This design comes from an exercise in tuning for small area, a short achievable clock period and few clock cycles per item on the open sky130 flow, not from production work. No run shown here included a check of the RTL's function; only the layout flow was run.

## flow/design.v (module list and top-level ports; edited modules follow where they fit)
// module conv_s1: 325 lines
// module conv_s2: 69 lines
// module final_cmp: 129 lines
// module dense_mac: 346 lines
// module fa3: 4 lines
// module ha2: 4 lines
// module cnn_top: 145 lines
module cnn_top (
    clk,
    rst_n,
    start,
    done,
    data_bram_wen, data_bram_addr, data_bram_din,
    weight_bram_wen, weight_bram_addr, weight_bram_din,
    feature_bram_wen, feature_bram_addr, feature_bram_din,
    dense_w_bram_wen, dense_w_bram_addr, dense_w_bram_din,
    final_class_out
);
  // ...
==> flow/run.sh <==
#!/bin/bash
# synth_recipe.tcl (not shown) runs the flow's synth.tcl, then flattens the netlist and writes it again
# the make line also repeats each setting of config.mk as NAME=value (left out here)
make -C /OpenROAD-flow-scripts/flow DESIGN_CONFIG=/design/flow/config.mk WORK_HOME=/design/flow/orfs CLKGATE_MAP_FILE= SYNTH_SCRIPT=/design/flow/synth_recipe.tcl finish
==> flow/config.mk <==
export PLATFORM = sky130hd
export DESIGN_NAME = cnn_top
export DESIGN_NICKNAME = cnn_top
export VERILOG_FILES = /design/flow/design.v
export SDC_FILE = /design/flow/constraint.sdc
export NUM_CORES = 4
export LEC_CHECK = 0
export CAP_MARGIN = 20
export CORE_MARGIN = 2
export CORE_UTILIZATION = 60
export PLACE_DENSITY = 0.75
export SETUP_SLACK_MARGIN = 4.0
export SLEW_MARGIN = 20
export SYNTH_HIERARCHICAL = 1
==> flow/constraint.sdc <==
create_clock -name core_clock -period 7.0 [get_ports {clk}]
set_input_delay 1.4000 -clock core_clock [delete_from_list [all_inputs] [get_ports {clk}]]
set_output_delay 1.4000 -clock core_clock [all_outputs]
set_load 0.01 [all_outputs]
==> out/summary.log, run 1 <==
INFO  layout         top_register=x
INFO  status         outcome=no timing/DRC/antenna violations
INFO  worst_hold_path min_path_type=flip-flop to flip-flop
INFO  yosys          ys_seq_area_share=37.0%
INFO  worst_setup_path cpLargestDelayFamily=adder cells
INFO  routing        postRouteAntennaNets=0
INFO  layout         layout.cells.most_common_list=331 x sky130_fd_sc_hd__fa_1, 281 x sky130_fd_sc_hd__xnor2_1, 244 x sky130_fd_sc_hd__edfxtp_1
INFO  sta            setup_viol=0
INFO  worst_hold_path hold_path_startpoint=w1[4][0]
INFO  worst_setup_path critical_path_cell_count=12
INFO  layout         layout-area-overhead-vs-synth=3.21%
INFO  sta            worst_hold_slack=482ps
INFO  worst_setup_path worstReg2RegEnd=feat[6]
INFO  global_routing globalRoute.totalOverflow=0
INFO  yosys          mux_share_of_post_synthesis_cell_area=2.27%
INFO  yosys          ys_ff_latch=498
INFO  layout         biggestCellCategory=multi-input combinational cells
INFO  clock_tree     worstSkewPairLatency=640ps
INFO  clock_tree     clock_tree_root_buffer_cell=sky130_fd_sc_hd__clkbuf_16
INFO  worst_setup_path setup.reg_to_reg.worst_slack=3580ps
INFO  layout         antenna_cells=0
INFO  layout         share_of_the_final_layout_cell_area_in_multi_input_gates=53.2%
INFO  layout         layout.clock_buffers=71
INFO  routing        drc_errors=0
INFO  sta            setup_total_negative_slack=0ps
INFO  layout         final_nets=2994
INFO  layout         fin_util=62.8%
INFO  layout         nMultiInputCombCells=1742
INFO  layout         flip_flop_count_of_the_largest_register_all_copies_and_words_added=64
INFO  floorplanning  taps=748
==> module conv_s1, before the edit <==
module conv_s1 (
    input [7:0] x0,
    input [7:0] x1,
    input [7:0] x2,
    input [11:0] k0,
    input [11:0] k1,
    input [11:0] k2,
    output [60:0] r
);
  wire p1 = (k0[0] & x0[0]) ^ k0[2];
  wire p2 = ((k0[0] & x0[1]) | (k0[1] & x0[0])) ^ k0[2];
  wire p3 = ((k0[0] & x0[2]) | (k0[1] & x0[1])) ^ k0[2];
  wire p4 = ((k0[0] & x0[3]) | (k0[1] & x0[2])) ^ k0[2];
  wire p5 = ((k0[0] & x0[4]) | (k0[1] & x0[3])) ^ k0[2];
  wire p6 = ((k0[0] & x0[5]) | (k0[1] & x0[4])) ^ k0[2];
  wire p7 = ((k0[0] & x0[6]) | (k0[1] & x0[5])) ^ k0[2];
  wire p8 = ((k0[0] & x0[7]) | (k0[1] & x0[6])) ^ k0[2];
  wire p9 = ((k0[0] & x0[7]) | (k0[1] & x0[7])) ^ k0[2];
  wire p10 = ~p9;
  wire p11 = (k0[3] & x0[0]) ^ k0[5];
  wire p12 = ((k0[3] & x0[1]) | (k0[4] & x0[0])) ^ k0[5];
  wire p13 = ((k0[3] & x0[2]) | (k0[4] & x0[1])) ^ k0[5];
  wire p14 = ((k0[3] & x0[3]) | (k0[4] & x0[2])) ^ k0[5];
  wire p15 = ((k0[3] & x0[4]) | (k0[4] & x0[3])) ^ k0[5];
  wire p16 = ((k0[3] & x0[5]) | (k0[4] & x0[4])) ^ k0[5];
  wire p17 = ((k0[3] & x0[6]) | (k0[4] & x0[5])) ^ k0[5];
  wire p18 = ((k0[3] & x0[7]) | (k0[4] & x0[6])) ^ k0[5];
  wire p19 = ((k0[3] & x0[7]) | (k0[4] & x0[7])) ^ k0[5];
  wire p20 = ~p19;
  wire p21 = (k0[6] & x0[0]) ^ k0[8];
  wire p22 = ((k0[6] & x0[1]) | (k0[7] & x0[0])) ^ k0[8];
  wire p23 = ((k0[6] & x0[2]) | (k0[7] & x0[1])) ^ k0[8];
  wire p24 = ((k0[6] & x0[3]) | (k0[7] & x0[2])) ^ k0[8];
  wire p25 = ((k0[6] & x0[4]) | (k0[7] & x0[3])) ^ k0[8];
  wire p26 = ((k0[6] & x0[5]) | (k0[7] & x0[4])) ^ k0[8];
  wire p27 = ((k0[6] & x0[6]) | (k0[7] & x0[5])) ^ k0[8];
  wire p28 = ((k0[6] & x0[7]) | (k0[7] & x0[6])) ^ k0[8];
  wire p29 = ((k0[6] & x0[7]) | (k0[7] & x0[7])) ^ k0[8];
  wire p30 = ~p29;
  wire p31 = (k0[9] & x0[0]) ^ k0[11];
  wire p32 = ((k0[9] & x0[1]) | (k0[10] & x0[0])) ^ k0[11];
  wire p33 = ((k0[9] & x0[2]) | (k0[10] & x0[1])) ^ k0[11];
  wire p34 = ((k0[9] & x0[3]) | (k0[10] & x0[2])) ^ k0[11];
  wire p35 = ((k0[9] & x0[4]) | (k0[10] & x0[3])) ^ k0[11];
  wire p36 = ((k0[9] & x0[5]) | (k0[10] & x0[4])) ^ k0[11];
  wire p37 = ((k0[9] & x0[6]) | (k0[10] & x0[5])) ^ k0[11];
  wire p38 = ((k0[9] & x0[7]) | (k0[10] & x0[6])) ^ k0[11];
  wire p39 = ((k0[9] & x0[7]) | (k0[10] & x0[7])) ^ k0[11];
  wire p40 = ~p39;
  wire p41 = (k1[0] & x1[0]) ^ k1[2];
  wire p42 = ((k1[0] & x1[1]) | (k1[1] & x1[0])) ^ k1[2];
  wire p43 = ((k1[0] & x1[2]) | (k1[1] & x1[1])) ^ k1[2];
  wire p44 = ((k1[0] & x1[3]) | (k1[1] & x1[2])) ^ k1[2];
  wire p45 = ((k1[0] & x1[4]) | (k1[1] & x1[3])) ^ k1[2];
  wire p46 = ((k1[0] & x1[5]) | (k1[1] & x1[4])) ^ k1[2];
  wire p47 = ((k1[0] & x1[6]) | (k1[1] & x1[5])) ^ k1[2];
  wire p48 = ((k1[0] & x1[7]) | (k1[1] & x1[6])) ^ k1[2];
  wire p49 = ((k1[0] & x1[7]) | (k1[1] & x1[7])) ^ k1[2];
  wire p50 = ~p49;
  wire p51 = (k1[3] & x1[0]) ^ k1[5];
  wire p52 = ((k1[3] & x1[1]) | (k1[4] & x1[0])) ^ k1[5];
  wire p53 = ((k1[3] & x1[2]) | (k1[4] & x1[1])) ^ k1[5];
  wire p54 = ((k1[3] & x1[3]) | (k1[4] & x1[2])) ^ k1[5];
  wire p55 = ((k1[3] & x1[4]) | (k1[4] & x1[3])) ^ k1[5];
  wire p56 = ((k1[3] & x1[5]) | (k1[4] & x1[4])) ^ k1[5];
  wire p57 = ((k1[3] & x1[6]) | (k1[4] & x1[5])) ^ k1[5];
  wire p58 = ((k1[3] & x1[7]) | (k1[4] & x1[6])) ^ k1[5];
  wire p59 = ((k1[3] & x1[7]) | (k1[4] & x1[7])) ^ k1[5];
  wire p60 = ~p59;
  wire p61 = (k1[6] & x1[0]) ^ k1[8];
  wire p62 = ((k1[6] & x1[1]) | (k1[7] & x1[0])) ^ k1[8];
  wire p63 = ((k1[6] & x1[2]) | (k1[7] & x1[1])) ^ k1[8];
  wire p64 = ((k1[6] & x1[3]) | (k1[7] & x1[2])) ^ k1[8];
  wire p65 = ((k1[6] & x1[4]) | (k1[7] & x1[3])) ^ k1[8];
  wire p66 = ((k1[6] & x1[5]) | (k1[7] & x1[4])) ^ k1[8];
  wire p67 = ((k1[6] & x1[6]) | (k1[7] & x1[5])) ^ k1[8];
  wire p68 = ((k1[6] & x1[7]) | (k1[7] & x1[6])) ^ k1[8];
  wire p69 = ((k1[6] & x1[7]) | (k1[7] & x1[7])) ^ k1[8];
  wire p70 = ~p69;
  wire p71 = (k1[9] & x1[0]) ^ k1[11];
  wire p72 = ((k1[9] & x1[1]) | (k1[10] & x1[0])) ^ k1[11];
  wire p73 = ((k1[9] & x1[2]) | (k1[10] & x1[1])) ^ k1[11];
  wire p74 = ((k1[9] & x1[3]) | (k1[10] & x1[2])) ^ k1[11];
  wire p75 = ((k1[9] & x1[4]) | (k1[10] & x1[3])) ^ k1[11];
  wire p76 = ((k1[9] & x1[5]) | (k1[10] & x1[4])) ^ k1[11];
  wire p77 = ((k1[9] & x1[6]) | (k1[10] & x1[5])) ^ k1[11];
  wire p78 = ((k1[9] & x1[7]) | (k1[10] & x1[6])) ^ k1[11];
  wire p79 = ((k1[9] & x1[7]) | (k1[10] & x1[7])) ^ k1[11];
  wire p80 = ~p79;
  wire p81 = (k2[0] & x2[0]) ^ k2[2];
  wire p82 = ((k2[0] & x2[1]) | (k2[1] & x2[0])) ^ k2[2];
  wire p83 = ((k2[0] & x2[2]) | (k2[1] & x2[1])) ^ k2[2];
  wire p84 = ((k2[0] & x2[3]) | (k2[1] & x2[2])) ^ k2[2];
  wire p85 = ((k2[0] & x2[4]) | (k2[1] & x2[3])) ^ k2[2];
  wire p86 = ((k2[0] & x2[5]) | (k2[1] & x2[4])) ^ k2[2];
  wire p87 = ((k2[0] & x2[6]) | (k2[1] & x2[5])) ^ k2[2];
  wire p88 = ((k2[0] & x2[7]) | (k2[1] & x2[6])) ^ k2[2];
  wire p89 = ((k2[0] & x2[7]) | (k2[1] & x2[7])) ^ k2[2];
  wire p90 = ~p89;
  wire p91 = (k2[3] & x2[0]) ^ k2[5];
  wire p92 = ((k2[3] & x2[1]) | (k2[4] & x2[0])) ^ k2[5];
  wire p93 = ((k2[3] & x2[2]) | (k2[4] & x2[1])) ^ k2[5];
  wire p94 = ((k2[3] & x2[3]) | (k2[4] & x2[2])) ^ k2[5];
  wire p95 = ((k2[3] & x2[4]) | (k2[4] & x2[3])) ^ k2[5];
  wire p96 = ((k2[3] & x2[5]) | (k2[4] & x2[4])) ^ k2[5];
  wire p97 = ((k2[3] & x2[6]) | (k2[4] & x2[5])) ^ k2[5];
  wire p98 = ((k2[3] & x2[7]) | (k2[4] & x2[6])) ^ k2[5];
  wire p99 = ((k2[3] & x2[7]) | (k2[4] & x2[7])) ^ k2[5];
  wire p100 = ~p99;
  wire p101 = (k2[6] & x2[0]) ^ k2[8];
  wire p102 = ((k2[6] & x2[1]) | (k2[7] & x2[0])) ^ k2[8];
  wire p103 = ((k2[6] & x2[2]) | (k2[7] & x2[1])) ^ k2[8];
  wire p104 = ((k2[6] & x2[3]) | (k2[7] & x2[2])) ^ k2[8];
  wire p105 = ((k2[6] & x2[4]) | (k2[7] & x2[3])) ^ k2[8];
  wire p106 = ((k2[6] & x2[5]) | (k2[7] & x2[4])) ^ k2[8];
  wire p107 = ((k2[6] & x2[6]) | (k2[7] & x2[5])) ^ k2[8];
  wire p108 = ((k2[6] & x2[7]) | (k2[7] & x2[6])) ^ k2[8];
  wire p109 = ((k2[6] & x2[7]) | (k2[7] & x2[7])) ^ k2[8];
  wire p110 = ~p109;
  wire p111 = (k2[9] & x2[0]) ^ k2[11];
  wire p112 = ((k2[9] & x2[1]) | (k2[10] & x2[0])) ^ k2[11];
  wire p113 = ((k2[9] & x2[2]) | (k2[10] & x2[1])) ^ k2[11];
  wire p114 = ((k2[9] & x2[3]) | (k2[10] & x2[2])) ^ k2[11];
  wire p115 = ((k2[9] & x2[4]) | (k2[10] & x2[3])) ^ k2[11];
  wire p116 = ((k2[9] & x2[5]) | (k2[10] & x2[4])) ^ k2[11];
  wire p117 = ((k2[9] & x2[6]) | (k2[10] & x2[5])) ^ k2[11];
  wire p118 = ((k2[9] & x2[7]) | (k2[10] & x2[6])) ^ k2[11];
  wire p119 = ((k2[9] & x2[7]) | (k2[10] & x2[7])) ^ k2[11];
  wire p120 = ~p119;
  wire s121, c122;
  fa3 us121 (.a(k0[11]), .b(k1[11]), .c(k2[11]), .s(s121), .co(c122));
  wire s123, c124;
  fa3 us123 (.a(k0[8]), .b(k1[8]), .c(k2[8]), .s(s123), .co(c124));
  wire s125, c126;
  ha2 us125 (.a(p5), .b(p13), .s(s125), .co(c126));
  wire s127, c128;
  fa3 us127 (.a(p6), .b(p14), .c(p22), .s(s127), .co(c128));
  wire s129, c130;
  fa3 us129 (.a(p7), .b(p15), .c(p23), .s(s129), .co(c130));
  wire s131, c132;
  fa3 us131 (.a(p31), .b(p47), .c(p55), .s(s131), .co(c132));
  wire s133, c134;
  ha2 us133 (.a(p63), .b(p71), .s(s133), .co(c134));
  wire s135, c136;
  fa3 us135 (.a(p8), .b(p16), .c(p24), .s(s135), .co(c136));
  wire s137, c138;
  fa3 us137 (.a(p32), .b(p48), .c(p56), .s(s137), .co(c138));
  wire s139, c140;
  fa3 us139 (.a(p64), .b(p72), .c(p88), .s(s139), .co(c140));
  wire s141, c142;
  ha2 us141 (.a(p96), .b(p104), .s(s141), .co(c142));
  wire s143 = ~(p10 ^ p17);
  wire c144 = p10 | p17;
  wire s145, c146;
  fa3 us145 (.a(p25), .b(p33), .c(p50), .s(s145), .co(c146));
  wire s147, c148;
  fa3 us147 (.a(p57), .b(p65), .c(p73), .s(s147), .co(c148));
  wire s149, c150;
  fa3 us149 (.a(p90), .b(p97), .c(p105), .s(s149), .co(c150));
  wire s151, c152;
  fa3 us151 (.a(p18), .b(p26), .c(p34), .s(s151), .co(c152));
  wire s153, c154;
  fa3 us153 (.a(p58), .b(p66), .c(p74), .s(s153), .co(c154));
  wire s155, c156;
  fa3 us155 (.a(p20), .b(p27), .c(p35), .s(s155), .co(c156));
  wire s157, c158;
  fa3 us157 (.a(k0[5]), .b(k1[5]), .c(k2[5]), .s(s157), .co(c158));
  wire s159, c160;
  ha2 us159 (.a(p3), .b(p11), .s(s159), .co(c160));
  wire s161, c162;
  fa3 us161 (.a(p4), .b(p12), .c(p44), .s(s161), .co(c162));
  wire s163, c164;
  fa3 us163 (.a(p21), .b(p45), .c(p53), .s(s163), .co(c164));
  wire s165, c166;
  fa3 us165 (.a(p61), .b(p85), .c(p93), .s(s165), .co(c166));
  wire s167, c168;
  fa3 us167 (.a(p46), .b(p54), .c(p62), .s(s167), .co(c168));
  wire s169, c170;
  fa3 us169 (.a(p86), .b(p94), .c(p102), .s(s169), .co(c170));
  wire s171, c172;
  ha2 us171 (.a(c126), .b(c124), .s(s171), .co(c172));
  wire s173, c174;
  fa3 us173 (.a(p87), .b(p95), .c(p103), .s(s173), .co(c174));
  wire s175, c176;
  fa3 us175 (.a(p111), .b(s133), .c(s121), .s(s175), .co(c176));
  wire s177, c178;
  fa3 us177 (.a(c128), .b(s129), .c(s131), .s(s177), .co(c178));
  wire s179, c180;
  fa3 us179 (.a(p112), .b(c134), .c(c122), .s(s179), .co(c180));
  wire s181, c182;
  fa3 us181 (.a(s141), .b(c130), .c(c132), .s(s181), .co(c182));
  wire s183, c184;
  fa3 us183 (.a(s135), .b(s137), .c(s139), .s(s183), .co(c184));
  wire s185, c186;
  fa3 us185 (.a(p113), .b(c142), .c(c136), .s(s185), .co(c186));
  wire s187, c188;
  fa3 us187 (.a(c138), .b(c140), .c(s143), .s(s187), .co(c188));
  wire s189, c190;
  fa3 us189 (.a(s145), .b(s147), .c(s149), .s(s189), .co(c190));
  wire s191, c192;
  fa3 us191 (.a(p98), .b(p106), .c(p114), .s(s191), .co(c192));
  wire s193, c194;
  fa3 us193 (.a(c144), .b(c146), .c(c148), .s(s193), .co(c194));
  wire s195, c196;
  fa3 us195 (.a(c150), .b(s151), .c(s153), .s(s195), .co(c196));
  wire s197, c198;
  fa3 us197 (.a(p60), .b(p67), .c(p75), .s(s197), .co(c198));
  wire s199, c200;
  fa3 us199 (.a(p100), .b(p107), .c(p115), .s(s199), .co(c200));
  wire s201, c202;
  fa3 us201 (.a(c152), .b(c154), .c(s155), .s(s201), .co(c202));
  wire s203, c204;
  fa3 us203 (.a(p28), .b(p36), .c(p68), .s(s203), .co(c204));
  wire s205, c206;
  fa3 us205 (.a(p76), .b(p108), .c(p116), .s(s205), .co(c206));
  wire s207, c208;
  fa3 us207 (.a(p30), .b(p37), .c(p70), .s(s207), .co(c208));
  wire s209, c210;
  fa3 us209 (.a(k0[2]), .b(k1[2]), .c(k2[2]), .s(s209), .co(c210));
  wire s211, c212;
  fa3 us211 (.a(p43), .b(p51), .c(p83), .s(s211), .co(c212));
  wire s213, c214;
  fa3 us213 (.a(p52), .b(p84), .c(p92), .s(s213), .co(c214));
  wire s215, c216;
  ha2 us215 (.a(c160), .b(c158), .s(s215), .co(c216));
  wire s217, c218;
  fa3 us217 (.a(p101), .b(s123), .c(s125), .s(s217), .co(c218));
  wire s219, c220;
  fa3 us219 (.a(c162), .b(s163), .c(s165), .s(s219), .co(c220));
  wire s221, c222;
  fa3 us221 (.a(c164), .b(c166), .c(s167), .s(s221), .co(c222));
  wire s223, c224;
  fa3 us223 (.a(s169), .b(s127), .c(s171), .s(s223), .co(c224));
  wire s225, c226;
  fa3 us225 (.a(c168), .b(c170), .c(s173), .s(s225), .co(c226));
  wire s227, c228;
  fa3 us227 (.a(c172), .b(s175), .c(s177), .s(s227), .co(c228));
  wire s229, c230;
  fa3 us229 (.a(c174), .b(c176), .c(s179), .s(s229), .co(c230));
  wire s231, c232;
  fa3 us231 (.a(c178), .b(s181), .c(s183), .s(s231), .co(c232));
  wire s233, c234;
  fa3 us233 (.a(c180), .b(c182), .c(c184), .s(s233), .co(c234));
  wire s235, c236;
  fa3 us235 (.a(s185), .b(s187), .c(s189), .s(s235), .co(c236));
  wire s237, c238;
  fa3 us237 (.a(s191), .b(c186), .c(c188), .s(s237), .co(c238));
  wire s239, c240;
  fa3 us239 (.a(c190), .b(s193), .c(s195), .s(s239), .co(c240));
  wire s241, c242;
  fa3 us241 (.a(c192), .b(s197), .c(s199), .s(s241), .co(c242));
  wire s243, c244;
  fa3 us243 (.a(c194), .b(c196), .c(s201), .s(s243), .co(c244));
  wire s245, c246;
  fa3 us245 (.a(c198), .b(c200), .c(c156), .s(s245), .co(c246));
  wire s247, c248;
  fa3 us247 (.a(s203), .b(s205), .c(c202), .s(s247), .co(c248));
  wire s249, c250;
  fa3 us249 (.a(p77), .b(p110), .c(p117), .s(s249), .co(c250));
  wire s251, c252;
  fa3 us251 (.a(c204), .b(c206), .c(s207), .s(s251), .co(c252));
  wire s253, c254;
  fa3 us253 (.a(p38), .b(p78), .c(p118), .s(s253), .co(c254));
  assign r[0] = s209;
  assign r[1] = p1;
  assign r[2] = p41;
  assign r[3] = p81;
  assign r[4] = c210;
  assign r[5] = p2;
  assign r[6] = p42;
  assign r[7] = p82;
  assign r[8] = s211;
  assign r[9] = p91;
  assign r[10] = s157;
  assign r[11] = s159;
  assign r[12] = c212;
  assign r[13] = s213;
  assign r[14] = s215;
  assign r[15] = s161;
  assign r[16] = c214;
  assign r[17] = c216;
  assign r[18] = s217;
  assign r[19] = s219;
  assign r[20] = c218;
  assign r[21] = c220;
  assign r[22] = s221;
  assign r[23] = s223;
  assign r[24] = c222;
  assign r[25] = c224;
  assign r[26] = s225;
  assign r[27] = s227;
  assign r[28] = c226;
  assign r[29] = c228;
  assign r[30] = s229;
  assign r[31] = s231;
  assign r[32] = c230;
  assign r[33] = c232;
  assign r[34] = s233;
  assign r[35] = s235;
  assign r[36] = c234;
  assign r[37] = c236;
  assign r[38] = s237;
  assign r[39] = s239;
  assign r[40] = c238;
  assign r[41] = c240;
  assign r[42] = s241;
  assign r[43] = s243;
  assign r[44] = c242;
  assign r[45] = c244;
  assign r[46] = s245;
  assign r[47] = s247;
  assign r[48] = c246;
  assign r[49] = c248;
  assign r[50] = s249;
  assign r[51] = s251;
  assign r[52] = c250;
  assign r[53] = c252;
  assign r[54] = s253;
  assign r[55] = c208;
  assign r[56] = c254;
  assign r[57] = p40;
  assign r[58] = p80;
  assign r[59] = p120;
  assign r[60] = 1'b1;
endmodule
==> module conv_s2, before the edit <==
module conv_s2 (
    input [60:0] r,
    output [15:0] feat
);
  wire s255, c256;
  ha2 us255 (.a(r[0]), .b(r[1]), .s(s255), .co(c256));
  wire s257, c258;
  fa3 us257 (.a(r[4]), .b(r[5]), .c(r[6]), .s(s257), .co(c258));
  wire s259, c260;
  fa3 us259 (.a(r[8]), .b(r[9]), .c(r[10]), .s(s259), .co(c260));
  wire s261, c262;
  fa3 us261 (.a(r[12]), .b(r[13]), .c(r[14]), .s(s261), .co(c262));
  wire s263, c264;
  fa3 us263 (.a(r[16]), .b(r[17]), .c(r[18]), .s(s263), .co(c264));
  wire s265, c266;
  fa3 us265 (.a(r[20]), .b(r[21]), .c(r[22]), .s(s265), .co(c266));
  wire s267, c268;
  fa3 us267 (.a(r[24]), .b(r[25]), .c(r[26]), .s(s267), .co(c268));
  wire s269, c270;
  fa3 us269 (.a(r[28]), .b(r[29]), .c(r[30]), .s(s269), .co(c270));
  wire s271, c272;
  fa3 us271 (.a(r[32]), .b(r[33]), .c(r[34]), .s(s271), .co(c272));
  wire s273, c274;
  fa3 us273 (.a(r[36]), .b(r[37]), .c(r[38]), .s(s273), .co(c274));
  wire s275, c276;
  fa3 us275 (.a(r[40]), .b(r[41]), .c(r[42]), .s(s275), .co(c276));
  wire s277, c278;
  fa3 us277 (.a(r[44]), .b(r[45]), .c(r[46]), .s(s277), .co(c278));
  wire s279, c280;
  fa3 us279 (.a(r[48]), .b(r[49]), .c(r[50]), .s(s279), .co(c280));
  wire s281, c282;
  fa3 us281 (.a(r[52]), .b(r[53]), .c(r[54]), .s(s281), .co(c282));
  wire s283, c284;
  fa3 us283 (.a(r[56]), .b(r[57]), .c(r[58]), .s(s283), .co(c284));
  wire s285, c286;
  ha2 us285 (.a(r[2]), .b(r[3]), .s(s285), .co(c286));
  wire s287, c288;
  fa3 us287 (.a(r[7]), .b(c256), .c(s257), .s(s287), .co(c288));
  wire s289, c290;
  fa3 us289 (.a(r[11]), .b(c258), .c(s259), .s(s289), .co(c290));
  wire s291, c292;
  fa3 us291 (.a(r[15]), .b(c260), .c(s261), .s(s291), .co(c292));
  wire s293, c294;
  fa3 us293 (.a(r[19]), .b(c262), .c(s263), .s(s293), .co(c294));
  wire s295, c296;
  fa3 us295 (.a(r[23]), .b(c264), .c(s265), .s(s295), .co(c296));
  wire s297, c298;
  fa3 us297 (.a(r[27]), .b(c266), .c(s267), .s(s297), .co(c298));
  wire s299, c300;
  fa3 us299 (.a(r[31]), .b(c268), .c(s269), .s(s299), .co(c300));
  wire s301, c302;
  fa3 us301 (.a(r[35]), .b(c270), .c(s271), .s(s301), .co(c302));
  wire s303, c304;
  fa3 us303 (.a(r[39]), .b(c272), .c(s273), .s(s303), .co(c304));
  wire s305, c306;
  fa3 us305 (.a(r[43]), .b(c274), .c(s275), .s(s305), .co(c306));
  wire s307, c308;
  fa3 us307 (.a(r[47]), .b(c276), .c(s277), .s(s307), .co(c308));
  wire s309, c310;
  fa3 us309 (.a(r[51]), .b(c278), .c(s279), .s(s309), .co(c310));
  wire s311, c312;
  fa3 us311 (.a(r[55]), .b(c280), .c(s281), .s(s311), .co(c312));
  wire s313, c314;
  fa3 us313 (.a(r[59]), .b(c282), .c(s283), .s(s313), .co(c314));
  wire [16:0] ra = {r[60], c314, c312, c310, c308, c306, c304, c302, c300, c298, c296, c294, c292, c290, c288, c286, s285};
  wire [16:0] rb = {1'b0, c284, s313, s311, s309, s307, s305, s303, s301, s299, s297, s295, s293, s291, s289, s287, s255};
  wire [16:0] sum = ra + rb;
  assign feat = sum[16] ? 16'd0 : sum[15:0];
endmodule
==> module cnn_top, before the edit <==
module cnn_top (
    clk,
    rst_n,
    start,
    done,
    data_bram_wen, data_bram_addr, data_bram_din,
    weight_bram_wen, weight_bram_addr, weight_bram_din,
    feature_bram_wen, feature_bram_addr, feature_bram_din,
    dense_w_bram_wen, dense_w_bram_addr, dense_w_bram_din,
    final_class_out
);
    input             clk;
    input             rst_n;
    input             start;
    output reg        done;
    input             data_bram_wen;
    input      [3:0]  data_bram_addr;
    input      [7:0]  data_bram_din;
    input             weight_bram_wen;
    input      [3:0]  weight_bram_addr;
    input      [7:0]  weight_bram_din;
    input             feature_bram_wen;
    input      [4:0]  feature_bram_addr;
    input      [23:0] feature_bram_din;
    input             dense_w_bram_wen;
    input      [4:0]  dense_w_bram_addr;
    input      [7:0]  dense_w_bram_din;
    output reg [1:0]  final_class_out;
    reg [3:0] cnt;                  
    wire busy = (cnt != 4'd0);
    always @(posedge clk or negedge rst_n) begin
        if (!rst_n) begin
            cnt  <= 4'd0;
            done <= 1'b0;
        end else begin
            if (!busy)
                cnt <= start ? 4'd1 : 4'd0;
            else
                cnt <= (cnt == 4'd10) ? 4'd0 : cnt + 4'd1;
            done <= (cnt == 4'd9);
        end
    end
    wire rot_x = busy && (cnt <= 4'd8);
    function [11:0] benc8;
        input [7:0] v;
        reg [8:0] b;
        integer j;
        begin
            b = {v, 1'b0};
            for (j = 0; j < 4; j = j + 1) begin
                benc8[3*j]   = b[2*j+1] ^ b[2*j];
                benc8[3*j+1] = (b[2*j+2] & ~b[2*j+1] & ~b[2*j]) |
                               (~b[2*j+2] & b[2*j+1] & b[2*j]);
                benc8[3*j+2] = b[2*j+2];
            end
        end
    endfunction
    reg [7:0] x [0:7];
    reg [11:0] k [0:2];             
    reg [7:0] w0 [0:5];
    reg [7:0] w1 [0:5];
    reg [7:0] w2 [0:5];
    integer i;
    always @(posedge clk) begin
        for (i = 0; i < 8; i = i + 1)
            if (data_bram_wen && data_bram_addr == i)
                x[i] <= data_bram_din;
            else if (rot_x)
                x[i] <= x[(i + 1) % 8];
        for (i = 0; i < 3; i = i + 1)
            if (weight_bram_wen && weight_bram_addr == i)
                k[i] <= benc8(weight_bram_din);
        for (i = 0; i < 6; i = i + 1) begin
            if (dense_w_bram_wen && dense_w_bram_addr == i)
                w0[i] <= dense_w_bram_din;
            if (dense_w_bram_wen && dense_w_bram_addr == i + 6)
                w1[i] <= dense_w_bram_din;
            if (dense_w_bram_wen && dense_w_bram_addr == i + 12)
                w2[i] <= dense_w_bram_din;
        end
    end
    localparam C1_W = 61;           
    wire [C1_W-1:0] c1;
    reg  [C1_W-1:0] c1_q;
    wire [15:0] feat_d;
    reg  [15:0] feat;
    conv_s1 u_c1 (.x0(x[0]), .x1(x[1]), .x2(x[2]),
                  .k0(k[0]), .k1(k[1]), .k2(k[2]), .r(c1));
    conv_s2 u_c2 (.r(c1_q), .feat(feat_d));
    always @(posedge clk) begin
        c1_q <= c1;
        feat <= feat_d;
    end
    reg [5:0] wsel;                 
    always @(posedge clk)
        for (i = 0; i < 6; i = i + 1)
            wsel[i] <= (cnt == i);
    reg [7:0] a0, a1, a2;
    always @(posedge clk) begin : colsel
        reg [7:0] m0, m1, m2;
        m0 = 8'd0; m1 = 8'd0; m2 = 8'd0;
        for (i = 0; i < 6; i = i + 1) begin
            m0 = m0 | ({8{wsel[i]}} & w0[i]);
            m1 = m1 | ({8{wsel[i]}} & w1[i]);
            m2 = m2 | ({8{wsel[i]}} & w2[i]);
        end
        a0 <= m0; a1 <= m1; a2 <= m2;
    end
    wire [8:0] da = {a1[7], a1} - {a0[7], a0};
    wire [8:0] db = {a0[7], a0} - {a2[7], a2};
    function [14:0] benc;           
        input [8:0] v;
        reg [10:0] b;
        integer j;
        begin
            b = {v[8], v, 1'b0};
            for (j = 0; j < 5; j = j + 1) begin
                benc[3*j]   = b[2*j+1] ^ b[2*j];
                benc[3*j+1] = (b[2*j+2] & ~b[2*j+1] & ~b[2*j]) |
                              (~b[2*j+2] & b[2*j+1] & b[2*j]);
                benc[3*j+2] = b[2*j+2];
            end
        end
    endfunction
    reg [14:0] ea, eb;
    always @(posedge clk) begin
        ea <= benc(da);
        eb <= benc(db);
    end
    reg  [27:0] s1, c1a, s2, c2a;
    wire [27:0] ns1, nc1, ns2, nc2;
    reg first;                      
    always @(posedge clk)
        first <= (cnt == 4'd2);
    dense_mac #(.INIT(-1)) u_d1 (.f(feat), .de(ea), .first(first), .as(s1), .ac(c1a), .ns(ns1), .nc(nc1));
    dense_mac u_d2 (.f(feat), .de(eb), .first(first), .as(s2), .ac(c2a), .ns(ns2), .nc(nc2));
    always @(posedge clk) begin
        s1 <= ns1; c1a <= nc1;
        s2 <= ns2; c2a <= nc2;
    end
    wire [1:0] cls;
    final_cmp u_f (.s1(s1), .c1(c1a), .s2(s2), .c2(c2a), .cls(cls));
    always @(posedge clk)           
        final_class_out <= cls;
endmodule
==> run 2: changes to the inputs <==
--- a/flow/design.v
+++ b/flow/design.v
@@ -5,7 +5,7 @@
     input [11:0] k0,
     input [11:0] k1,
     input [11:0] k2,
-    output [60:0] r
+    output [46:0] r
 );
   wire p1 = (k0[0] & x0[0]) ^ k0[2];
   wire p2 = ((k0[0] & x0[1]) | (k0[1] & x0[0])) ^ k0[2];
@@ -261,134 +261,120 @@
   fa3 us251 (.a(c204), .b(c206), .c(s207), .s(s251), .co(c252));
   wire s253, c254;
   fa3 us253 (.a(p38), .b(p78), .c(p118), .s(s253), .co(c254));
-  assign r[0] = s209;
-  assign r[1] = p1;
-  assign r[2] = p41;
-  assign r[3] = p81;
-  assign r[4] = c210;
-  assign r[5] = p2;
-  assign r[6] = p42;
-  assign r[7] = p82;
-  assign r[8] = s211;
-  assign r[9] = p91;
-  assign r[10] = s157;
-  assign r[11] = s159;
-  assign r[12] = c212;
-  assign r[13] = s213;
-  assign r[14] = s215;
-  assign r[15] = s161;
-  assign r[16] = c214;
-  assign r[17] = c216;
-  assign r[18] = s217;
-  assign r[19] = s219;
-  assign r[20] = c218;
-  assign r[21] = c220;
-  assign r[22] = s221;
-  assign r[23] = s223;
-  assign r[24] = c222;
-  assign r[25] = c224;
-  assign r[26] = s225;
-  assign r[27] = s227;
-  assign r[28] = c226;
-  assign r[29] = c228;
-  assign r[30] = s229;
-  assign r[31] = s231;
-  assign r[32] = c230;
-  assign r[33] = c232;
-  assign r[34] = s233;
-  assign r[35] = s235;
-  assign r[36] = c234;
-  assign r[37] = c236;
-  assign r[38] = s237;
-  assign r[39] = s239;
-  assign r[40] = c238;
-  assign r[41] = c240;
-  assign r[42] = s241;
-  assign r[43] = s243;
-  assign r[44] = c242;
-  assign r[45] = c244;
-  assign r[46] = s245;
-  assign r[47] = s247;
-  assign r[48] = c246;
-  assign r[49] = c248;
-  assign r[50] = s249;
-  assign r[51] = s251;
-  assign r[52] = c250;
-  assign r[53] = c252;
-  assign r[54] = s253;
-  assign r[55] = c208;
-  assign r[56] = c254;
-  assign r[57] = p40;
-  assign r[58] = p80;
-  assign r[59] = p120;
-  assign r[60] = 1'b1;
-endmodule
-module conv_s2 (
-    input [60:0] r,
-    output [15:0] feat
-);
   wire s255, c256;
-  ha2 us255 (.a(r[0]), .b(r[1]), .s(s255), .co(c256));
+  ha2 us255 (.a(p1), .b(p41), .s(s255), .co(c256));
   wire s257, c258;
-  fa3 us257 (.a(r[4]), .b(r[5]), .c(r[6]), .s(s257), .co(c258));
+  fa3 us257 (.a(p2), .b(p42), .c(p82), .s(s257), .co(c258));
   wire s259, c260;
-  fa3 us259 (.a(r[8]), .b(r[9]), .c(r[10]), .s(s259), .co(c260));
+  fa3 us259 (.a(p91), .b(s157), .c(s159), .s(s259), .co(c260));
   wire s261, c262;
-  fa3 us261 (.a(r[12]), .b(r[13]), .c(r[14]), .s(s261), .co(c262));
+  fa3 us261 (.a(c212), .b(s213), .c(s161), .s(s261), .co(c262));
   wire s263, c264;
-  fa3 us263 (.a(r[16]), .b(r[17]), .c(r[18]), .s(s263), .co(c264));
+  fa3 us263 (.a(c214), .b(c216), .c(s217), .s(s263), .co(c264));
   wire s265, c266;
-  fa3 us265 (.a(r[20]), .b(r[21]), .c(r[22]), .s(s265), .co(c266));
+  fa3 us265 (.a(c218), .b(c220), .c(s221), .s(s265), .co(c266));
   wire s267, c268;
-  fa3 us267 (.a(r[24]), .b(r[25]), .c(r[26]), .s(s267), .co(c268));
+  fa3 us267 (.a(c222), .b(s225), .c(c224), .s(s267), .co(c268));
   wire s269, c270;
-  fa3 us269 (.a(r[28]), .b(r[29]), .c(r[30]), .s(s269), .co(c270));
+  fa3 us269 (.a(c226), .b(s229), .c(c228), .s(s269), .co(c270));
   wire s271, c272;
-  fa3 us271 (.a(r[32]), .b(r[33]), .c(r[34]), .s(s271), .co(c272));
+  fa3 us271 (.a(c230), .b(c232), .c(s233), .s(s271), .co(c272));
   wire s273, c274;
-  fa3 us273 (.a(r[36]), .b(r[37]), .c(r[38]), .s(s273), .co(c274));
+  fa3 us273 (.a(c234), .b(c236), .c(s237), .s(s273), .co(c274));
   wire s275, c276;
-  fa3 us275 (.a(r[40]), .b(r[41]), .c(r[42]), .s(s275), .co(c276));
+  fa3 us275 (.a(s241), .b(c238), .c(c240), .s(s275), .co(c276));
   wire s277, c278;
-  fa3 us277 (.a(r[44]), .b(r[45]), .c(r[46]), .s(s277), .co(c278));
+  fa3 us277 (.a(c242), .b(s245), .c(c244), .s(s277), .co(c278));
   wire s279, c280;
-  fa3 us279 (.a(r[48]), .b(r[49]), .c(r[50]), .s(s279), .co(c280));
+  fa3 us279 (.a(s249), .b(c246), .c(s251), .s(s279), .co(c280));
   wire s281, c282;
-  fa3 us281 (.a(r[52]), .b(r[53]), .c(r[54]), .s(s281), .co(c282));
+  fa3 us281 (.a(c250), .b(c208), .c(s253), .s(s281), .co(c282));
   wire s283, c284;
-  fa3 us283 (.a(r[56]), .b(r[57]), .c(r[58]), .s(s283), .co(c284));
+  fa3 us283 (.a(p40), .b(p80), .c(p120), .s(s283), .co(c284));
+  assign r[0] = s255;
+  assign r[1] = p81;
+  assign r[2] = s209;
+  assign r[3] = c256;
+  assign r[4] = s257;
+  assign r[5] = c210;
+  assign r[6] = c258;
+  assign r[7] = s259;
+  assign r[8] = s211;
+  assign r[9] = c260;
+  assign r[10] = s261;
+  assign r[11] = s215;
+  assign r[12] = c262;
+  assign r[13] = s263;
+  assign r[14] = s219;
+  assign r[15] = c264;
+  assign r[16] = s265;
+  assign r[17] = s223;
+  assign r[18] = c266;
+  assign r[19] = s267;
+  assign r[20] = s227;
+  assign r[21] = c268;
+  assign r[22] = s269;
+  assign r[23] = s231;
+  assign r[24] = c270;
+  assign r[25] = s271;
+  assign r[26] = s235;
+  assign r[27] = c272;
+  assign r[28] = s273;
+  assign r[29] = s239;
+  assign r[30] = c274;
+  assign r[31] = s275;
+  assign r[32] = s243;
+  assign r[33] = c276;
+  assign r[34] = s277;
+  assign r[35] = s247;
+  assign r[36] = c278;
+  assign r[37] = s279;
+  assign r[38] = c248;
+  assign r[39] = c280;
+  assign r[40] = s281;
+  assign r[41] = c252;
+  assign r[42] = c282;
+  assign r[43] = s283;
+  assign r[44] = c254;
+  assign r[45] = c284;
+  assign r[46] = 1'b1;
+endmodule
+module conv_s2 (
+    input [46:0] r,
+    output [15:0] feat
+);
   wire s285, c286;
-  ha2 us285 (.a(r[2]), .b(r[3]), .s(s285), .co(c286));
+  ha2 us285 (.a(r[0]), .b(r[1]), .s(s285), .co(c286));
   wire s287, c288;
-  fa3 us287 (.a(r[7]), .b(c256), .c(s257), .s(s287), .co(c288));
+  fa3 us287 (.a(r[3]), .b(r[4]), .c(r[5]), .s(s287), .co(c288));
   wire s289, c290;
-  fa3 us289 (.a(r[11]), .b(c258), .c(s259), .s(s289), .co(c290));
+  fa3 us289 (.a(r[6]), .b(r[7]), .c(r[8]), .s(s289), .co(c290));
   wire s291, c292;
-  fa3 us291 (.a(r[15]), .b(c260), .c(s261), .s(s291), .co(c292));
+  fa3 us291 (.a(r[9]), .b(r[10]), .c(r[11]), .s(s291), .co(c292));
   wire s293, c294;
-  fa3 us293 (.a(r[19]), .b(c262), .c(s263), .s(s293), .co(c294));
+  fa3 us293 (.a(r[12]), .b(r[13]), .c(r[14]), .s(s293), .co(c294));
   wire s295, c296;
-  fa3 us295 (.a(r[23]), .b(c264), .c(s265), .s(s295), .co(c296));
+  fa3 us295 (.a(r[15]), .b(r[16]), .c(r[17]), .s(s295), .co(c296));
   wire s297, c298;
-  fa3 us297 (.a(r[27]), .b(c266), .c(s267), .s(s297), .co(c298));
+  fa3 us297 (.a(r[18]), .b(r[19]), .c(r[20]), .s(s297), .co(c298));
   wire s299, c300;
-  fa3 us299 (.a(r[31]), .b(c268), .c(s269), .s(s299), .co(c300));
+  fa3 us299 (.a(r[21]), .b(r[22]), .c(r[23]), .s(s299), .co(c300));
   wire s301, c302;
-  fa3 us301 (.a(r[35]), .b(c270), .c(s271), .s(s301), .co(c302));
+  fa3 us301 (.a(r[24]), .b(r[25]), .c(r[26]), .s(s301), .co(c302));
   wire s303, c304;
-  fa3 us303 (.a(r[39]), .b(c272), .c(s273), .s(s303), .co(c304));
+  fa3 us303 (.a(r[27]), .b(r[28]), .c(r[29]), .s(s303), .co(c304));
   wire s305, c306;
-  fa3 us305 (.a(r[43]), .b(c274), .c(s275), .s(s305), .co(c306));
+  fa3 us305 (.a(r[30]), .b(r[31]), .c(r[32]), .s(s305), .co(c306));
   wire s307, c308;
-  fa3 us307 (.a(r[47]), .b(c276), .c(s277), .s(s307), .co(c308));
+  fa3 us307 (.a(r[33]), .b(r[34]), .c(r[35]), .s(s307), .co(c308));
   wire s309, c310;
-  fa3 us309 (.a(r[51]), .b(c278), .c(s279), .s(s309), .co(c310));
+  fa3 us309 (.a(r[36]), .b(r[37]), .c(r[38]), .s(s309), .co(c310));
   wire s311, c312;
-  fa3 us311 (.a(r[55]), .b(c280), .c(s281), .s(s311), .co(c312));
+  fa3 us311 (.a(r[39]), .b(r[40]), .c(r[41]), .s(s311), .co(c312));
   wire s313, c314;
-  fa3 us313 (.a(r[59]), .b(c282), .c(s283), .s(s313), .co(c314));
-  wire [16:0] ra = {r[60], c314, c312, c310, c308, c306, c304, c302, c300, c298, c296, c294, c292, c290, c288, c286, s285};
-  wire [16:0] rb = {1'b0, c284, s313, s311, s309, s307, s305, s303, s301, s299, s297, s295, s293, s291, s289, s287, s255};
+  fa3 us313 (.a(r[42]), .b(r[43]), .c(r[44]), .s(s313), .co(c314));
+  wire [16:0] ra = {r[46], c314, c312, c310, c308, c306, c304, c302, c300, c298, c296, c294, c292, c290, c288, c286, s285};
+  wire [16:0] rb = {1'b0, r[45], s313, s311, s309, s307, s305, s303, s301, s299, s297, s295, s293, s291, s289, s287, r[2]};
   wire [16:0] sum = ra + rb;
   assign feat = sum[16] ? 16'd0 : sum[15:0];
 endmodule
@@ -957,7 +943,7 @@
                 w2[i] <= dense_w_bram_din;
         end
     end
-    localparam C1_W = 61;           
+    localparam C1_W = 47;           
     wire [C1_W-1:0] c1;
     reg  [C1_W-1:0] c1_q;
     wire [15:0] feat_d;
==> out/summary.log, run 2 <==
INFO  status         outcome=no timing/DRC/antenna violations [unchanged]
INFO  placed_design  port-buffer-count=45 [unchanged]
INFO  floorplanning  die_y=239um [was 241 um]
INFO  yosys          synth_common_cells=333 x sky130_fd_sc_hd__fa_1, 281 x sky130_fd_sc_hd__xnor2_1, 244 x sky130_fd_sc_hd__edfxtp_1, 235 x sky130_fd_sc_hd__dfxtp_1, 197 x sky130_fd_sc_hd__a22oi_1 [was 333 x sky130_fd_sc_hd__fa_1, 281 x sky130_fd_sc_hd__xnor2_1, 249 x sky130_fd_sc_hd__dfxtp_1, 244 x sky130_fd_sc_hd__edfxtp_1, 207 x sky130_fd_sc_hd__buf_4]
INFO  worst_setup_path cp_data_arrival_time=3720ps [was 3880 ps]
INFO  clock_tree     clock_path_buffers=3 [unchanged]
INFO  yosys          yosysUniqueCellTypes=76 [unchanged]
INFO  floorplanning  die-area=57300um^2 [was 58000 um^2]
INFO  floorplanning  fp.coreArea=55000um^2 [was 55300 um^2]
INFO  run            drv_cap=0 [unchanged]
INFO  global_routing met1_usage=32.0% [was 32.9%]
INFO  sta            achievable-frequency=0.312GHz [was 0.292 GHz]
INFO  worst_setup_path critical_path.reg2reg.startpoint=c2a[4] [was c1_q[4]]
INFO  worst_hold_path min_path_type=flip-flop to flip-flop [unchanged]
INFO  yosys          post_synth_main_area_contributors=sky130_fd_sc_hd__edfxtp_1 22%, sky130_fd_sc_hd__fa_1 20%, sky130_fd_sc_hd__dfxtp_1 14%, sky130_fd_sc_hd__xnor2_1 7.4%, sky130_fd_sc_hd__ha_1 6.5% [was sky130_fd_sc_hd__edfxtp_1 22%, sky130_fd_sc_hd__fa_1 20%, sky130_fd_sc_hd__dfxtp_1 15%, sky130_fd_sc_hd__xnor2_1 7.3%, sky130_fd_sc_hd__ha_1 6.4%]
INFO  sta            final_hold_viol_count=0 [unchanged]
INFO  sta            grt_setup_unrepaired=true [unchanged]
INFO  yosys          ys_ff_latch=484 [was 498]
INFO  yosys          async_flop_share=1.03% [was 1.00%]
INFO  yosys          yosysMostFrequentCell=sky130_fd_sc_hd__fa_1 [unchanged]
INFO  routing        routed_wire_length_per_instance=21.6um [was 22.0 um]
INFO  routing        postRouteAntennaNets=0 [unchanged]
INFO  layout         top_register=x [unchanged]
INFO  yosys          post_synth_edffs=244 [unchanged]
INFO  floorplanning  initial_utilization=60.5% [was 60.8%]
INFO  layout         flip_flop_count_of_the_largest_register_all_copies_and_words_added=64 [unchanged]
INFO  layout         layout-area-overhead-vs-synth=6.06% [was 3.21%]
INFO  floorplanning  fp-row-count=86 [unchanged]
INFO  yosys          syn_avg_cell_area=12.8um^2 [about the same]
INFO  routing        avgViaCountPerCell=5.95 [was 6.02]
INFO  worst_setup_path path_class=flip-flop to flip-flop [unchanged]
INFO  global_routing grt_first_pass_wirelength=112mm [was 114 mm]
INFO  worst_setup_path cp-startpoint=c2a[4] [was c1_q[4]]
INFO  clock_tree     cts-buffers-inserted=51 [was 52]
INFO  sta            tightestPinTransition=1180ps [was 1160 ps]
INFO  clock_tree     clock_tree_root_buffer_cell=sky130_fd_sc_hd__clkbuf_16 [unchanged]
INFO  clock_tree     clock_tree_from_tritoncts=done [unchanged]
INFO  sta            timing.clock.skew=53.3ps [was 62.1 ps]
INFO  worst_hold_path min_delay_worst_endpoint=a1[6] [was a1[0]]
INFO  routing        drtIter0Drc=1461 [was 1520]
INFO  placed_design  placed_area=32200um^2 [was 32500 um^2]
INFO  global_routing grt_pass1_vias=20900 [was 21000]
INFO  layout         layout.cells.most_common_list=318 x sky130_fd_sc_hd__fa_1, 280 x sky130_fd_sc_hd__xnor2_1, 244 x sky130_fd_sc_hd__edfxtp_1 [was 331 x sky130_fd_sc_hd__fa_1, 281 x sky130_fd_sc_hd__xnor2_1, 244 x sky130_fd_sc_hd__edfxtp_1]
INFO  global_routing grt_antenna_before_repair=0 [unchanged]
INFO  worst_hold_path hold_critical_path_depth=2 [unchanged]
INFO  layout         layout-drive-gt1-share=20.3% [was 15.8%]
INFO  layout         antenna_cells=0 [unchanged]
INFO  worst_setup_path critical_path.startpoint_type=flip-flop [unchanged]
INFO  layout         final_cell_area=35300um^2 [was 34700 um^2]
INFO  routing        wl=71.1mm [was 70.6 mm]
INFO  floorplanning  io_pins=76 [unchanged]
INFO  yosys          post-synth-top-area-fraction=22.0% [was 21.8%]
INFO  clock_tree     numClockSinks=484 [was 498]
INFO  global_routing grt_max_degree=60 [was 37]
INFO  floorplanning  chipWidth=239um [was 241 um]
INFO  sta            fin_ws=3800ps [was 3580 ps]
INFO  placed_design  gp_congestion=0.885 [about the same]
INFO  sta            worst_hold_slack=463ps [was 482 ps]
INFO  global_routing gr-usage-met3=4.58% [was 4.00%]
INFO  sta            fin_crit=3200ps [was 3420 ps]
INFO  yosys          ys_seq_area_share=36.6% [was 37.0%]
INFO  worst_setup_path setup.reg_to_reg.worst_slack=3800ps [was 3580 ps]
INFO  routing        detail_route.first_pass.iterations=6 [was 7]
INFO  yosys          synth-warning-count=17 [unchanged]
INFO  routing        vias=19600 [was 19300]
INFO  worst_setup_path timing.critical_path.fanout_max=3 [was 6]
INFO  clock_tree     worst_setup_hold_path_clk_slew=70ps [was 60 ps]
INFO  worst_hold_path hold_path_startpoint=w1[3][6] [was w1[4][0]]
INFO  layout         final_common_cell=sky130_fd_sc_hd__fa_1 [unchanged]
INFO  clock_tree     ctsHoldBuffers=0 [unchanged]
INFO  worst_setup_path worstReg2RegEnd=final_class_out[1] [was feat[6]]
INFO  layout         post_route_non_filler_standard_cell_count=3292 [was 3208]
INFO  global_routing grt.busiest_layer=met2 [unchanged]
INFO  yosys          synth_area_leader_cell=sky130_fd_sc_hd__edfxtp_1 [unchanged]
INFO  yosys          mappedNetlistArea=33200um^2 [was 33600 um^2]
INFO  sta            maxSlewViolCount=0 [unchanged]
INFO  global_routing grt_util_met2=43.0% [was 42.7%]
INFO  clock_tree     worstSkewPairLatency=630ps [was 640 ps]
INFO  placed_design  dpl.hpwl=49.7mm [was 50.8 mm]
INFO  sta            worst_rel_slew_slack=20.9% [was 22.2%]
INFO  layout         final_nets=3079 [was 2994]
INFO  clock_tree     clock_tree.htree_level_count=2 [unchanged]
INFO  worst_setup_path cp.required=7520ps [was 7460 ps]
INFO  placed_design  dpl.cell_count=3082 [was 3093]
INFO  sta            min_period_over_period=45.7% [was 48.9%]
INFO  sta            setup_viol=0 [unchanged]
INFO  worst_setup_path critPathCaptureType=flip-flop [unchanged]
INFO  layout         fin_util=64.1% [was 62.8%]
INFO  sta            setup_total_negative_slack=0ps [unchanged]
INFO  placed_design  place_ws=3240ps [was 3020 ps]
INFO  global_routing grt_usage=25.0% [was 25.2%]
INFO  global_routing globalRoute.totalOverflow=0 [unchanged]
INFO  routing        drc_errors=0 [unchanged]
INFO  yosys          dominantRegCellSynth=sky130_fd_sc_hd__edfxtp_1 [was sky130_fd_sc_hd__dfxtp_1]
INFO  worst_setup_path r2r.worst_path.cells=10 [was 12]
INFO  yosys          syn-instance-count=2606 [was 2634]
run 2: cell count changes in the layout (fill, tap and decap cells not counted), sizes merged:
| cell | before | now |
|---|---|---|
| buf | 36 | 136 |
| bufbuf | 1 | 0 |
| bufinv | 5 | 2 |
| clkinv | 14 | 18 |
| clkinvlp | 3 | 6 |
| dfxtp | 249 | 235 |
| inv | 45 | 40 |
run 2: layout make-up:
cell class | count | area (um^2)
repair buffers | 182 | 1600
flip-flops and latches | 484 | 12200
well taps | 748 | 936
fillers | 3947 | 19700
clock inverters | 26 | 273
clock buffers | 70 | 1470
inverters | 40 | 150
multi-input cells | 1742 | 18600
run 2: worst max-delay path by stage:
| stage | to | cells past startpoint | slack [ps] |
|---|---|---|---|
| finish | final_class_out[1] | 10 | 3800 |
| global route | final_class_out[1] | 10 | 3660 |
| CTS | final_class_out[1] | 10 | 3750 |
| detailed placement | c2a[17] | 6 | 3240 |
| global placement | c2a[17] | 6 | 3300 |
| floorplan | final_class_out[1] | 10 | 4000 |
run 2: kinds of logic (layout without fill, tap and decap cells):
group / Yosys count / in the layout / share of synthesized area, %
buf+inv: 381 / 318 / 8.27
xor+xnor: 312 / 312 / 8.22
fa+ha+maj: 505 / 505 / 26.5
other cells: 2 / 3 / 0.0226
simple gates: 384 / 384 / 6.25
flops: 484 / 484 / 36.6
mux: 68 / 68 / 2.29
compound gates: 470 / 470 / 11.9
run 2: critical path, stage by stage, from the launching register on:
cell                       delay, ps
sky130_fd_sc_hd__dfxtp_2         350
sky130_fd_sc_hd__fa_1            500
sky130_fd_sc_hd__fa_1            550
sky130_fd_sc_hd__ha_4            220
sky130_fd_sc_hd__a21o_1          150
sky130_fd_sc_hd__a221o_1         310
sky130_fd_sc_hd__nand2_1          80
sky130_fd_sc_hd__or4b_4          490
sky130_fd_sc_hd__a21o_1          180
sky130_fd_sc_hd__a21oi_2         120
sky130_fd_sc_hd__a21boi_2        150
run 2: metal layers:
metal | vias to the layer above | routed length [um]
li1 | 8767 | -
met1 | 9925 | 29100
met2 | 748 | 35300
met3 | 154 | 4670
met4 | 0 | 1940
met5 | - | 0
run 2: timing repair:
action	4_1_cts	5_1_grt
endpoints found under the hold margin	0	0
setup endpoints to repair	89	113
gates cloned	0	1
pin swaps	5	19
gates resized for setup	47	63
setup buffers	46	66
run 2: per-module statistics from Yosys, one instance, submodules excluded, excerpt:
module | area (um^2) | times used | cells | flops+latches
cnn_top | 15100 | 1 | 891 | 484
conv_s1 | 2640 | 1 | 324 | 0
dense_mac | 2770 | 1 | 339 | 0
fa3 | 20.0 | 330 | 1 | 0
final_cmp | 1740 | 1 | 206 | 0
ha2 | 12.5 | 58 | 1 | 0

==> re-timing with driven ports <==
How much do the figures lean on ideal ports? The routed layouts below were timed once more, with nothing changed but the port constraints. Step 1 assumes that a clkbuf_16 drives the clock port and a buf_2 every other input. Step 2, shift: input delay + t, output delay - t, t = (earliest + latest rising clock arrival at the registers) / 2. This alone moves slack from input paths to output paths. Slacks: ideal / step 1 / step 2; pairs: ideal / step 1.
| run | shift t [ns] | setup slack, ns | hold WS [ns] | worst slew at a driven data input, ns | cell pins on the clock port's net |
|---|---|---|---|---|---|
| run 1 | 0.666 | 3.580 / 3.580 / 3.474 | 0.482 / 0.482 / 0.482 | 0.04 | 1 |
| run 2 | 0.664 | 3.798 / 3.798 / 3.413 | 0.463 / 0.463 / 0.463 | 0.05 | 1 |
After both steps setup and hold are still met in every run listed. For run 2, which loses most, drivers alone change the setup slack by 0.000 ns; drivers and shift together by -0.385 ns.
